Context: an optimization exercise on an open-source flow, tuned for small area and a short achievable clock period. The choices shown serve that exercise and are no tape-out recipe. Where RTL was checked, it was by simulation tests only, not by an equivalence proof against the original.

==> inputs of v11 <==
==> flow/design.v <==
module shifter #(
  parameter int AMOUNT = 1
) (
  input  logic [15:0] shift_in,
  output logic [15:0] shift_out
);
  assign shift_out = (shift_in << AMOUNT) | (shift_in >> (16 - AMOUNT));
endmodule
module round (
  input  logic [15:0] x_in, w_in, k1, k2,
  output logic [15:0] x_out, w_out
);
  logic [15:0] a1, a2, a8, x1, b1, b2, b8;
  shifter #(1) A1 (x_in, a1);
  shifter #(8) A8 (x_in, a8);
  shifter #(2) A2 (x_in, a2);
  assign x1 = (a1 & a8) ^ (a2 ^ w_in);
  shifter #(1) B1 (x1, b1);
  shifter #(8) B8 (x1, b8);
  shifter #(2) B2 (x1, b2);
  assign x_out = (b1 & b8) ^ (b2 ^ (x_in ^ k1));
  assign w_out = x1 ^ k2;
endmodule
module key_gen (
  input  logic [63:0] key_in,
  input  logic        z0, z1,
  output logic [63:0] key_out
);
  logic [15:0] p, k1, k2, k3, k4, k5, pn, c0, c1, bc0;
  logic [15:0] k2r1, k3r1, k3r3, k3r4, k3r6, k3r8, pr3, pr4, c0r3, c0r4;
  assign p  = key_in[15:0];
  assign k1 = key_in[31:16];
  assign k2 = key_in[47:32];
  assign k3 = key_in[63:48];
  assign c0 = {14'h3fff, 1'b0, z0};
  assign c1 = {14'h3fff, 1'b0, z1};
  shifter #(15) R2a (k2, k2r1);      
  shifter #(15) R3a (k3, k3r1);      
  shifter #(13) R3b (k3, k3r3);      
  shifter #(12) R3c (k3, k3r4);      
  shifter #(10) R3d (k3, k3r6);      
  shifter #(8)  R3e (k3, k3r8);      
  shifter #(13) RPa (p, pr3);        
  shifter #(12) RPb (p, pr4);        
  shifter #(13) RCa (c0, c0r3);      
  shifter #(12) RCb (c0, c0r4);      
  assign bc0 = c0r3 ^ c0r4;
  assign k4 = p ^ (k3r3 ^ k3r4) ^ c0;
  assign k5 = (k1 ^ (k2 ^ k2r1)) ^ ((pr3 ^ pr4) ^ (k3r6 ^ k3r8)) ^ bc0 ^ c1;
  assign pn = k2 ^ k3 ^ k3r1;
  assign key_out = {k5, k4, k3, pn};
endmodule
module simon32_64 (
	input  logic clk, reset,
	input  logic in_valid,
	output logic in_ready,
	input  logic [31:0] plaintext,
	input  logic [63:0] key,
	output logic out_valid,
	output logic [31:0] ciphertext
);
	localparam logic [2:0] A_FIRST = 3'b110;
	localparam logic [3:0] B_LAST  = 4'b1101;
	logic [15:0] xa, wa, xb, wb;
	logic [63:0] ka, kb;
	logic [2:0]  ca, ca_next;
	logic [3:0]  cb, cb_next;
	logic        va, free_b, busy_b, last_b;
	logic [15:0] xab, wab, xba, wba;
	logic [63:0] kab, kba;
	always_comb begin
		case (ca)
			3'b110:  cb_next = 4'b1100;
			3'b100:  cb_next = 4'b1000;
			3'b000:  cb_next = 4'b1001;
			3'b010:  cb_next = 4'b0100;
			3'b011:  cb_next = 4'b1010;
			3'b001:  cb_next = 4'b0101;
			3'b111:  cb_next = 4'b0000;
			default: cb_next = 4'b1101;
		endcase
		case (cb)
			4'b1100: ca_next = 3'b100;
			4'b1000: ca_next = 3'b000;
			4'b1001: ca_next = 3'b010;
			4'b0100: ca_next = 3'b011;
			4'b1010: ca_next = 3'b001;
			4'b0101: ca_next = 3'b111;
			default: ca_next = 3'b101;
		endcase
	end
	assign last_b = (cb == B_LAST);
	round   rab (xa, wa, ka[31:16], ka[47:32], xab, wab);
	key_gen gab (ka, ca[2], ca[1], kab);
	round   rba (xb, wb, kb[31:16], kb[47:32] & {16{!last_b}}, xba, wba);
	key_gen gba (kb, cb[3], cb[2], kba);
	always_ff @(posedge clk) begin
		xb <= xab;
		wb <= wab;
		kb <= kab;
		cb <= cb_next;
		if (!busy_b) begin
			xa <= plaintext[31:16];
			wa <= plaintext[15:0] ^ key[15:0];
			ka <= {key[63:16], key[15:0] ^ key[31:16] ^ {key[16], key[31:17]}};
			ca <= A_FIRST;
		end else begin
			xa <= xba;
			wa <= wba;
			ka <= kba;
			ca <= ca_next;
		end
	end
	always_ff @(posedge clk) begin
		if (reset) begin
			va        <= 1'b0;
			free_b    <= 1'b1;
			busy_b    <= 1'b0;
			out_valid <= 1'b0;
		end else begin
			va        <= free_b ? in_valid : !last_b;
			free_b    <= !va;
			busy_b    <= va;
			out_valid <= !free_b && last_b;
		end
	end
	assign in_ready   = free_b;
	assign ciphertext = {xa, wa};
endmodule
==> flow/flow/run.sh <==
#!/bin/bash
# Standard layout (the standard.sh) with two changes:
#  - the port buffers are plain buffers instead of the delay cells that
#    buffer_ports picks by default;
#  - the slow cells listed in flow/dont_use.txt are added to the platform's
#    don't-use list, so that synthesis maps the XOR-heavy logic onto faster
#    two-input gates.
set -euo pipefail
export BUFFER_PORTS_ARGS="-buffer_cell sky130_fd_sc_hd__buf_2"
export CTS_ARGS="-repair_clock_nets -buf_list sky130_fd_sc_hd__clkbuf_8 -root_buf sky130_fd_sc_hd__clkbuf_16"
plat=$(make -s -C "$FLOW_HOME" DESIGN_CONFIG="$PWD/config.mk" WORK_HOME="$PWD/orfs" \
  print-DONT_USE_CELLS 2> print_dont_use.log | sed -n 's/^DONT_USE_CELLS: //p')
extra=$(grep -v '^#' flow/dont_use.txt | tr '\n' ' ')
echo "platform: $plat" > dont_use.log
echo "added: $extra" >> dont_use.log
bash standard.sh "DONT_USE_CELLS=$plat $extra" finish > standard_finish.log 2>&1
==> flow/flow/dont_use.txt <==
# slow cells kept out of synthesis and repair
sky130_fd_sc_hd__xor3_1
sky130_fd_sc_hd__xor3_2
sky130_fd_sc_hd__xor3_4
sky130_fd_sc_hd__xnor3_1
sky130_fd_sc_hd__xnor3_2
sky130_fd_sc_hd__xnor3_4
sky130_fd_sc_hd__or4_1
sky130_fd_sc_hd__or4_2
sky130_fd_sc_hd__or4_4
sky130_fd_sc_hd__nor4_1
sky130_fd_sc_hd__nor4_2
sky130_fd_sc_hd__nor4_4
sky130_fd_sc_hd__and4_1
sky130_fd_sc_hd__and4_2
sky130_fd_sc_hd__and4_4
sky130_fd_sc_hd__nand4_1
sky130_fd_sc_hd__nand4_2
sky130_fd_sc_hd__nand4_4
sky130_fd_sc_hd__or4b_1
sky130_fd_sc_hd__or4bb_1
sky130_fd_sc_hd__nor4b_1
sky130_fd_sc_hd__nor4bb_1
sky130_fd_sc_hd__or3_1
sky130_fd_sc_hd__or3b_1
sky130_fd_sc_hd__nor3_1
==> flow/standard.sh <==
#!/bin/bash
# synth_recipe.tcl (not shown) runs the flow's synth.tcl, then flattens the netlist and writes it again
# the make line also repeats each setting of config.mk as NAME=value (left out here)
make -C /OpenROAD-flow-scripts/flow DESIGN_CONFIG=/design/flow/config.mk WORK_HOME=/design/flow/orfs CLKGATE_MAP_FILE= SYNTH_SCRIPT=/design/flow/synth_recipe.tcl "${@:-finish}"
==> flow/config.mk <==
export PLATFORM = sky130hd
export DESIGN_NAME = simon32_64
export DESIGN_NICKNAME = simon32_64
export VERILOG_FILES = /design/flow/design.v
export SDC_FILE = /design/flow/constraint.sdc
export NUM_CORES = 4
export LEC_CHECK = 0
export CAP_MARGIN = 20
export CORE_MARGIN = 2
export CORE_UTILIZATION = 40
export CTS_CLUSTER_DIAMETER = 100
export CTS_CLUSTER_SIZE = 25
export SETUP_SLACK_MARGIN = 1.05
export SLEW_MARGIN = 20
==> flow/constraint.sdc <==
create_clock -name core_clock -period 2.5 [get_ports {clk}]
set_input_delay 0.5000 -clock core_clock [delete_from_list [all_inputs] [get_ports {clk}]]
set_output_delay 0.5000 -clock core_clock [all_outputs]
set_load 0.01 [all_outputs]
==> v32: changes against v11 <==
==> flow/design.v (replaced) <==
module shifter #(
  parameter int AMOUNT = 1
) (
  input  logic [15:0] shift_in,
  output logic [15:0] shift_out
);
  assign shift_out = (shift_in << AMOUNT) | (shift_in >> (16 - AMOUNT));
endmodule
module round (
  input  logic [15:0] x_in, w_in, k1, k2,
  output logic [15:0] x_out, w_out
);
  logic [15:0] a1, a2, a8, x1, b1, b2, b8;
  shifter #(1) A1 (x_in, a1);
  shifter #(8) A8 (x_in, a8);
  shifter #(2) A2 (x_in, a2);
  assign x1 = (a1 & a8) ^ (a2 ^ w_in);
  shifter #(1) B1 (x1, b1);
  shifter #(8) B8 (x1, b8);
  shifter #(2) B2 (x1, b2);
  assign x_out = (b1 & b8) ^ (b2 ^ (x_in ^ k1));
  assign w_out = x1 ^ k2;
endmodule
module key_gen (
  input  logic [63:0] key_in,
  input  logic        z0, z1,
  output logic [63:0] key_out
);
  logic [15:0] k0, k1, k2, k3, k4, k5, p, q, p3, p4, k1r, k2r, k3r3, k3r4, k3r6, k3r8;
  assign k0 = key_in[15:0];
  assign k1 = key_in[31:16];
  assign k2 = key_in[47:32];
  assign k3 = key_in[63:48];
  shifter #(15) R1a (k1, k1r);       
  shifter #(15) R1b (k2, k2r);       
  shifter #(13) R3  (k3, k3r3);      
  shifter #(12) R4  (k3, k3r4);      
  shifter #(10) R6  (k3, k3r6);      
  shifter #(8)  R8  (k3, k3r8);      
  assign p  = k0 ^ k1 ^ k1r ^ {14'h3fff, 1'b0, z0};
  assign q  = k3r3 ^ k3r4;
  assign k4 = p ^ q;
  shifter #(13) P3 (p, p3);          
  shifter #(12) P4 (p, p4);          
  assign k5 = (p3 ^ p4) ^ ((k1 ^ k2 ^ k2r ^ {14'h3fff, 1'b0, z1}) ^ (k3r6 ^ k3r8));
  assign key_out = {k5, k4, k3, k2};
endmodule
module simon32_64 (
	input  logic clk, reset,
	input  logic in_valid,
	output logic in_ready,
	input  logic [31:0] plaintext,
	input  logic [63:0] key,
	output logic out_valid,
	output logic [31:0] ciphertext
);
	localparam logic [2:0] FIRST = 3'b110;
	localparam logic [2:0] LAST  = 3'b101;
	logic [15:0] xa, wa, xb, wb;
	logic [63:0] ka, kb;
	logic [2:0]  ca, cb, cb_next;
	logic [1:0]  zb;
	logic        va, free_b, ld, last_b;
	logic [15:0] xab, wab, xba, wba;
	logic [63:0] kab, kba;
	always_comb begin
		case (cb)
			3'b110:  begin zb = 2'b11; cb_next = 3'b100; end
			3'b100:  begin zb = 2'b10; cb_next = 3'b000; end
			3'b000:  begin zb = 2'b10; cb_next = 3'b010; end
			3'b010:  begin zb = 2'b01; cb_next = 3'b011; end
			3'b011:  begin zb = 2'b10; cb_next = 3'b001; end
			3'b001:  begin zb = 2'b01; cb_next = 3'b111; end
			3'b111:  begin zb = 2'b00; cb_next = 3'b101; end
			default: begin zb = 2'b01; cb_next = 3'b110; end
		endcase
	end
	assign last_b = (cb == LAST);
	round   rab (xa, wa, ka[31:16], ka[47:32], xab, wab);
	key_gen gab (ka, ca[2], ca[1], kab);
	round   rba (xb, wb, kb[31:16], kb[47:32] & {16{!last_b}}, xba, wba);
	key_gen gba (kb, zb[1], zb[0], kba);
	assign ld = in_valid && free_b;
	always_ff @(posedge clk) begin
		xb <= xab;
		wb <= wab;
		kb <= kab;
		cb <= ca;
		if (ld) begin
			xa <= plaintext[31:16];
			wa <= plaintext[15:0] ^ key[15:0];
			ka <= key;
			ca <= FIRST;
		end else begin
			xa <= xba;
			wa <= wba;
			ka <= kba;
			ca <= cb_next;
		end
	end
	always_ff @(posedge clk) begin
		if (reset) begin
			va        <= 1'b0;
			free_b    <= 1'b1;
			out_valid <= 1'b0;
		end else begin
			va        <= ld || (!free_b && !last_b);
			free_b    <= !va;
			out_valid <= !free_b && last_b;
		end
	end
	assign in_ready   = free_b;
	assign ciphertext = {xa, wa};
endmodule
==> flow/run.sh (new file) <==
#!/bin/bash
# synth_recipe.tcl (not shown) runs the flow's synth.tcl, then flattens the netlist and writes it again
# the make line also repeats each setting of config.mk as NAME=value (left out here)
make -C /OpenROAD-flow-scripts/flow DESIGN_CONFIG=/design/flow/config.mk WORK_HOME=/design/flow/orfs CLKGATE_MAP_FILE= SYNTH_SCRIPT=/design/flow/synth_recipe.tcl finish
--- a/flow/config.mk
+++ b/flow/config.mk
@@ -9,6 +9,3 @@
 export CORE_MARGIN = 2
 export CORE_UTILIZATION = 40
-export CTS_CLUSTER_DIAMETER = 100
-export CTS_CLUSTER_SIZE = 25
-export SETUP_SLACK_MARGIN = 1.05
 export SLEW_MARGIN = 20
removed: flow/flow/run.sh
removed: flow/flow/dont_use.txt
removed: flow/standard.sh
==> v37: changes against v11 <==
--- a/flow/design.v
+++ b/flow/design.v
@@ -66,5 +66,5 @@
 	logic [2:0]  ca, ca_next;
 	logic [3:0]  cb, cb_next;
-	logic        va, free_b, busy_b, last_b;
+	logic        va, free_b, last_b;
 	logic [15:0] xab, wab, xba, wba;
 	logic [63:0] kab, kba;
@@ -100,5 +100,5 @@
 		kb <= kab;
 		cb <= cb_next;
-		if (!busy_b) begin
+		if (free_b) begin
 			xa <= plaintext[31:16];
 			wa <= plaintext[15:0] ^ key[15:0];
@@ -116,10 +116,8 @@
 			va        <= 1'b0;
 			free_b    <= 1'b1;
-			busy_b    <= 1'b0;
 			out_valid <= 1'b0;
 		end else begin
 			va        <= free_b ? in_valid : !last_b;
 			free_b    <= !va;
-			busy_b    <= va;
 			out_valid <= !free_b && last_b;
 		end
--- a/flow/flow/run.sh
+++ b/flow/flow/run.sh
@@ -8,5 +8,4 @@
 set -euo pipefail
 export BUFFER_PORTS_ARGS="-buffer_cell sky130_fd_sc_hd__buf_2"
-export CTS_ARGS="-repair_clock_nets -buf_list sky130_fd_sc_hd__clkbuf_8 -root_buf sky130_fd_sc_hd__clkbuf_16"
 plat=$(make -s -C "$FLOW_HOME" DESIGN_CONFIG="$PWD/config.mk" WORK_HOME="$PWD/orfs" \
   print-DONT_USE_CELLS 2> print_dont_use.log | sed -n 's/^DONT_USE_CELLS: //p')
--- a/flow/config.mk
+++ b/flow/config.mk
@@ -11,4 +11,4 @@
 export CTS_CLUSTER_DIAMETER = 100
 export CTS_CLUSTER_SIZE = 25
-export SETUP_SLACK_MARGIN = 1.05
+export SETUP_SLACK_MARGIN = 1.0
 export SLEW_MARGIN = 20
==> notes <==
Core utilization, highest first: v11, v32, v37.
Register-to-register slack, lowest first: v32, v37, v11.
In v11 the critical path depth is higher than in v37, by 4.
The lowest worst setup slack belongs to v32, the highest to v11.
Clock-buffer cell count: v37 < v11 < v32.
Sequential share of layout area, highest first: v11, v37, v32.
==> figures <==
|  | v11 | v37 | v32 |
|---|---|---|---|
| Status | no timing/DRC/antenna violations | no timing/DRC/antenna violations | no timing/DRC/antenna violations |
| Setup Skew | 0.0125 ns | 0.0150 ns | 0.0121 ns |
| Reg2Reg Setup Slack | 1.03 ns | 0.99 ns | 0.58 ns |
| Final sequential cell count | 203 | 202 | 201 |
| Slowest stage cell on the critical path | dfxtp_4 | dfxtp_4 | clkdlybuf4s50_1 |
| Hold Slack | 0.273 ns | 0.205 ns | 0.327 ns |
| Floorplan die area | 26,500 sq um | 27,200 sq um | 26,300 sq um |
| Number of logic stages on the critical path including buffering | 5 | 1 | 1 |
| Number of nets in the layout | 1,297 | 1,277 | 1,294 |
| Layout area overhead | 26.4% | 24.2% | 24.4% |
| Hold Path Origin | reset | reset | ca[0]$_SDFF_PP0_ |
| Met1 Resource Use GR | 33.5% | 33.0% | 32.7% |
| Combined flip-flop and latch cell area | 4200 sq um | 4190 sq um | 4020 sq um |
| TritonCTS Buffers | 17 | 12 | 23 |
| Share of layout cells above drive strength 1 | 29.3% | 31.9% | 4.64% |
The RTL of v32 was laid out without a check of its function.

* * *

==> harbor: inputs <==
simon32_64, a different RTL version from the one above (not shown whole).
==> module round, before the edit <==
module round (
  input  logic [15:0] x_in, w_in, k1, k2,
  output logic [15:0] x_out, w_out
);
  logic [15:0] a1, a2, a8, x1, b1, b2, b8;
  shifter #(1) A1 (x_in, a1);
  shifter #(8) A8 (x_in, a8);
  shifter #(2) A2 (x_in, a2);
  assign x1 = (a1 & a8) ^ (a2 ^ w_in);
  shifter #(1) B1 (x1, b1);
  shifter #(8) B8 (x1, b8);
  shifter #(2) B2 (x1, b2);
  assign x_out = (b1 & b8) ^ (b2 ^ (x_in ^ k1));
  assign w_out = x1 ^ k2;
endmodule
==> module key_gen, before the edit <==
module key_gen (
  input  logic [63:0] key_in,
  input  logic        z0, z1,
  output logic [63:0] key_out
);
  logic [15:0] k0, k1, k2, k3, k4, k5, p, q, p3, p4, k1r, k2r, k3r3, k3r4, k3r6, k3r8;
  assign k0 = key_in[15:0];
  assign k1 = key_in[31:16];
  assign k2 = key_in[47:32];
  assign k3 = key_in[63:48];
  shifter #(15) R1a (k1, k1r);       
  shifter #(15) R1b (k2, k2r);       
  shifter #(13) R3  (k3, k3r3);      
  shifter #(12) R4  (k3, k3r4);      
  shifter #(10) R6  (k3, k3r6);      
  shifter #(8)  R8  (k3, k3r8);      
  assign p  = k0 ^ k1 ^ k1r ^ {14'h3fff, 1'b0, z0};
  assign q  = k3r3 ^ k3r4;
  assign k4 = p ^ q;
  shifter #(13) P3 (p, p3);          
  shifter #(12) P4 (p, p4);          
  assign k5 = (p3 ^ p4) ^ ((k1 ^ k2 ^ k2r ^ {14'h3fff, 1'b0, z1}) ^ (k3r6 ^ k3r8));
  assign key_out = {k5, k4, k3, k2};
endmodule
==> module simon32_64, before the edit <==
module simon32_64 (
	input  logic clk, reset,
	input  logic in_valid,
	output logic in_ready,
	input  logic [31:0] plaintext,
	input  logic [63:0] key,
	output logic out_valid,
	output logic [31:0] ciphertext
);
	localparam logic [2:0] A_FIRST = 3'b110;
	localparam logic [3:0] B_LAST  = 4'b1101;
	logic [15:0] xa, wa, xb, wb;
	logic [63:0] ka, kb;
	logic [2:0]  ca, ca_next;
	logic [3:0]  cb, cb_next;
	logic        va, free_b, last_b;
	logic [15:0] xab, wab, xba, wba;
	logic [63:0] kab, kba;
	always_comb begin
		case (ca)
			3'b110:  cb_next = 4'b1100;
			3'b100:  cb_next = 4'b1000;
			3'b000:  cb_next = 4'b1001;
			3'b010:  cb_next = 4'b0100;
			3'b011:  cb_next = 4'b1010;
			3'b001:  cb_next = 4'b0101;
			3'b111:  cb_next = 4'b0000;
			default: cb_next = 4'b1101;
		endcase
		case (cb)
			4'b1100: ca_next = 3'b100;
			4'b1000: ca_next = 3'b000;
			4'b1001: ca_next = 3'b010;
			4'b0100: ca_next = 3'b011;
			4'b1010: ca_next = 3'b001;
			4'b0101: ca_next = 3'b111;
			default: ca_next = 3'b101;
		endcase
	end
	assign last_b = (cb == B_LAST);
	round   rab (xa, wa, ka[31:16], ka[47:32], xab, wab);
	key_gen gab (ka, ca[2], ca[1], kab);
	round   rba (xb, wb, kb[31:16], kb[47:32] & {16{!last_b}}, xba, wba);
	key_gen gba (kb, cb[3], cb[2], kba);
	always_ff @(posedge clk) begin
		xb <= xab;
		wb <= wab;
		kb <= kab;
		cb <= cb_next;
		if (free_b) begin
			xa <= plaintext[31:16];
			wa <= plaintext[15:0] ^ key[15:0];
			ka <= key;
			ca <= A_FIRST;
		end else begin
			xa <= xba;
			wa <= wba;
			ka <= kba;
			ca <= ca_next;
		end
	end
	always_ff @(posedge clk) begin
		if (reset) begin
			va        <= 1'b0;
			free_b    <= 1'b1;
			out_valid <= 1'b0;
		end else begin
			va        <= free_b ? in_valid : !last_b;
			free_b    <= !va;
			out_valid <= !free_b && last_b;
		end
	end
	assign in_ready   = free_b;
	assign ciphertext = {xa, wa};
endmodule
Settings: LEC_CHECK=0, ABC_CLOCK_PERIOD_IN_PS=1200, CAP_MARGIN=20, CORE_MARGIN=2, CORE_UTILIZATION=40, SETUP_SLACK_MARGIN=0.8, SLEW_MARGIN=20; clock period 2.5 ns.
standard.sh (not shown) runs the stock make flow with config.mk's settings and CLKGATE_MAP_FILE= SYNTH_SCRIPT=/design/flow/synth_recipe.tcl, a recipe that flattens the netlist after the stock synthesis.
==> flow/flow/run.sh <==
#!/bin/bash
# Standard layout, with the port buffers made from plain buffers instead of
# the delay cells buffer_ports picks by default.
set -euo pipefail
export BUFFER_PORTS_ARGS="-buffer_cell sky130_fd_sc_hd__buf_2"
bash standard.sh finish > standard_finish.log 2>&1
==> ember (differences from harbor) <==
==> flow/design.v, changed modules only <==
module round (
  input  logic [15:0] x_in, y_in, key_in,
  output logic [15:0] x_out, y_out
);
  logic [15:0] s1, s2, s8;
  shifter #(1) S1 (x_in, s1);
  shifter #(8) S8 (x_in, s8);
  shifter #(2) S2 (x_in, s2);
  assign x_out = (s1 & s8) ^ s2 ^ (y_in ^ key_in);
  assign y_out = x_in;
endmodule
module key_gen (
  input  logic [63:0] key_in,
  input  logic        z,
  output logic [63:0] key_out
);
  logic [15:0] k0, k1, k3, t, t1, k3r;
  assign k0 = key_in[15:0];
  assign k1 = key_in[31:16];
  assign k3 = key_in[63:48];
  shifter #(13) R3 (k3, k3r);    
  assign t = k3r ^ k1;
  shifter #(15) R1 (t, t1);      
  assign key_out = {k0 ^ t ^ t1 ^ {14'h3fff, 1'b0, z}, key_in[63:16]};
endmodule
module simon32_64 (
	input  logic clk, reset,
	input  logic in_valid,
	output logic in_ready,
	input  logic [31:0] plaintext,
	input  logic [63:0] key,
	output logic out_valid,
	output logic [31:0] ciphertext
);
	localparam logic [31:0] Z = 32'hFA2561CD;
	logic        idle, done;
	logic [2:0]  cnt;
	logic [15:0] x, y;
	logic [63:0] k;
	logic [15:0] xr [0:4];
	logic [15:0] yr [0:4];
	logic [63:0] kr [0:4];
	logic [3:0]  zc;
	always_comb begin
		for (int j = 0; j < 4; j++)
			zc[j] = Z[31 - ((4 * cnt + j) & 31)];
	end
	assign xr[0] = x;
	assign yr[0] = y;
	assign kr[0] = k;
	generate
		genvar i;
		for (i = 0; i < 4; i++) begin : rounds
			round   r (xr[i], yr[i], kr[i][15:0], xr[i+1], yr[i+1]);
			key_gen g (kr[i], zc[i], kr[i+1]);
		end
	endgenerate
	always_ff @(posedge clk) begin
		if (idle) begin
			x   <= plaintext[31:16];
			y   <= plaintext[15:0];
			k   <= key;
			cnt <= 3'd0;
		end else begin
			x   <= xr[4];
			y   <= yr[4];
			k   <= kr[4];
			cnt <= cnt + 3'd1;
		end
	end
	always_ff @(posedge clk) begin
		if (reset) begin
			idle      <= 1'b1;
			out_valid <= 1'b0;
		end else begin
			idle      <= idle ? !in_valid : (cnt == 3'd7);
			out_valid <= !idle && (cnt == 3'd7);
		end
	end
	assign in_ready   = idle;
	assign ciphertext = {x, y};
endmodule
==> flow/run.sh (new file) <==
#!/bin/bash
# synth_recipe.tcl (not shown) runs the flow's synth.tcl, then flattens the netlist and writes it again
# the make line also repeats each setting of config.mk as NAME=value (left out here)
make -C /OpenROAD-flow-scripts/flow DESIGN_CONFIG=/design/flow/config.mk WORK_HOME=/design/flow/orfs CLKGATE_MAP_FILE= SYNTH_SCRIPT=/design/flow/synth_recipe.tcl finish
ABC_CLOCK_PERIOD_IN_PS = default   (was 1200)
SETUP_SLACK_MARGIN = default   (was 0.8)
removed: flow/flow/run.sh
removed: flow/standard.sh
==> willow (differences from harbor) <==
==> flow/design.v, changed modules only <==
module key_gen (
  input  logic [63:0] key_in,
  input  logic        z0, z1,
  output logic [63:0] key_out
);
  logic [15:0] p, k1, k2, k3, k4, k5, pn, c0, c1, bc0;
  logic [15:0] k2r1, k3r1, k3r3, k3r4, k3r6, k3r8, pr3, pr4, c0r3, c0r4;
  assign p  = key_in[15:0];
  assign k1 = key_in[31:16];
  assign k2 = key_in[47:32];
  assign k3 = key_in[63:48];
  assign c0 = {14'h3fff, 1'b0, z0};
  assign c1 = {14'h3fff, 1'b0, z1};
  shifter #(15) R2a (k2, k2r1);      
  shifter #(15) R3a (k3, k3r1);      
  shifter #(13) R3b (k3, k3r3);      
  shifter #(12) R3c (k3, k3r4);      
  shifter #(10) R3d (k3, k3r6);      
  shifter #(8)  R3e (k3, k3r8);      
  shifter #(13) RPa (p, pr3);        
  shifter #(12) RPb (p, pr4);        
  shifter #(13) RCa (c0, c0r3);      
  shifter #(12) RCb (c0, c0r4);      
  assign bc0 = c0r3 ^ c0r4;
  assign k4 = p ^ (k3r3 ^ k3r4) ^ c0;
  assign k5 = (k1 ^ (k2 ^ k2r1)) ^ ((pr3 ^ pr4) ^ (k3r6 ^ k3r8)) ^ bc0 ^ c1;
  assign pn = k2 ^ k3 ^ k3r1;
  assign key_out = {k5, k4, k3, pn};
endmodule
module simon32_64 (
	input  logic clk, reset,
	input  logic in_valid,
	output logic in_ready,
	input  logic [31:0] plaintext,
	input  logic [63:0] key,
	output logic out_valid,
	output logic [31:0] ciphertext
);
	localparam logic [2:0] A_FIRST = 3'b110;
	localparam logic [3:0] B_LAST  = 4'b1101;
	logic [15:0] xa, wa, xb, wb;
	logic [63:0] ka, kb;
	logic [2:0]  ca, ca_next;
	logic [3:0]  cb, cb_next;
	logic        va, free_b, last_b;
	logic [15:0] xab, wab, xba, wba;
	logic [63:0] kab, kba;
	always_comb begin
		case (ca)
			3'b110:  cb_next = 4'b1100;
			3'b100:  cb_next = 4'b1000;
			3'b000:  cb_next = 4'b1001;
			3'b010:  cb_next = 4'b0100;
			3'b011:  cb_next = 4'b1010;
			3'b001:  cb_next = 4'b0101;
			3'b111:  cb_next = 4'b0000;
			default: cb_next = 4'b1101;
		endcase
		case (cb)
			4'b1100: ca_next = 3'b100;
			4'b1000: ca_next = 3'b000;
			4'b1001: ca_next = 3'b010;
			4'b0100: ca_next = 3'b011;
			4'b1010: ca_next = 3'b001;
			4'b0101: ca_next = 3'b111;
			default: ca_next = 3'b101;
		endcase
	end
	assign last_b = (cb == B_LAST);
	round   rab (xa, wa, ka[31:16], ka[47:32], xab, wab);
	key_gen gab (ka, ca[2], ca[1], kab);
	round   rba (xb, wb, kb[31:16], kb[47:32] & {16{!last_b}}, xba, wba);
	key_gen gba (kb, cb[3], cb[2], kba);
	always_ff @(posedge clk) begin
		xb <= xab;
		wb <= wab;
		kb <= kab;
		cb <= cb_next;
		if (free_b) begin
			xa <= plaintext[31:16];
			wa <= plaintext[15:0] ^ key[15:0];
			ka <= {key[63:16], key[15:0] ^ key[31:16] ^ {key[16], key[31:17]}};
			ca <= A_FIRST;
		end else begin
			xa <= xba;
			wa <= wba;
			ka <= kba;
			ca <= ca_next;
		end
	end
	always_ff @(posedge clk) begin
		if (reset) begin
			va        <= 1'b0;
			free_b    <= 1'b1;
			out_valid <= 1'b0;
		end else begin
			va        <= free_b ? in_valid : !last_b;
			free_b    <= !va;
			out_valid <= !free_b && last_b;
		end
	end
	assign in_ready   = free_b;
	assign ciphertext = {xa, wa};
endmodule
ABC_CLOCK_PERIOD_IN_PS = default   (was 1200)
CTS_CLUSTER_DIAMETER = 100   (was default)
CTS_CLUSTER_SIZE = 25   (was default)
==> notes <==
- ember produced a layout that fails on setup timing. willow went through all stages and came out clean. harbor completed without violations.
- Hold slack: ember > willow > harbor.
- Via count, highest first: ember, willow, harbor.
- The highest final cell count belongs to ember, the lowest to harbor.
- Worst setup slack, highest first: harbor, willow, ember.
- Clock skew: willow is higher than ember (23 ps).
- Clock-buffer cell count, lowest first: ember, willow, harbor.
- Routed wire length: harbor < willow < ember.
==> figures <==
metric	ember	harbor	willow
Run status	failed layout checks	finished clean	finished clean
Reasons for failing layout checks	setup timing	-	-
Post-DP HPWL	27600 um	26000 um	26700 um
Placement Rows	52	59	59
Highest net fanout along the worst path	3	4	13
Worst reg2reg path startpoint	y[4]$_DFF_P_	kb[51]$_DFF_P_	xb[9]$_DFF_P_
Syn-to-layout area delta	81.5%	18.5%	14.7%
Final setup violation count	33	0	0
Avg WL per Cell	22.0 um	22.1 um	22.4 um
Transition time at the pin with the least slew margin	752 ps	687 ps	785 ps
Clock Sinks	101	202	202
Post-synthesis simple-gate area fraction	0.0841	0.0571	0.0743
Seq Cell Count	101	202	202
Worst hold path startpoint	cnt[0]$_SDFF_PP0_	reset	reset
Met2 Routed Length	16900 um	14800 um	15400 um
Buf/Inv on CP	5	0	1
Share of the synthesized netlist area taken by xor and xnor gates	0.544	0.447	0.444
End of the worst register-to-register path	x[5]$_DFF_P_	ka[61]$_DFF_P_	xa[9]$_DFF_P_
Setup TNS	-5090 ps	0 ps	0 ps
For harbor, only the layout was checked, not whether the RTL still works.

==> afterwards: timing with drivers on the ports <==
In the flow no input, the clock included, has a driving cell. The finished layouts below were timed again as built, in two steps. Step 1 sets driving cells, clkbuf_16 on the clock port and buf_2 on the other inputs (assumed; they add their load-dependent delay and slew). Step 2 moves the port delays by t, midway between the first and last clock arrival at a register: inputs arrive t later, outputs are due t later. That takes back most of the time a late clock gives input paths. Slacks: ideal ports / drivers / drivers and shift; pairs: ideal ports / drivers.
run | t (ns) | setup slack, ns | worst setup path at the end | clock arrival spread, ns | cell pins on the clock port's net
v11 | 0.445 | 1.031 / 1.018 / 1.031 | register to register | 0.013 / 0.013 | 1
v32 | 0.556 | 0.275 / 0.229 / 0.578 | register to register | 0.013 / 0.013 | 1
v37 | 0.522 | 0.953 / 0.906 / 0.986 | register to register | 0.016 / 0.016 | 1
harbor | 0.548 | 0.815 / 0.807 / 0.815 | register to register | 0.008 / 0.007 | 1
ember | 0.410 | -0.303 / -0.303 / -0.303 | register to register | 0.010 / 0.010 | 1
willow | 0.522 | 0.813 / 0.765 / 0.818 | register to register | 0.034 / 0.033 | 1
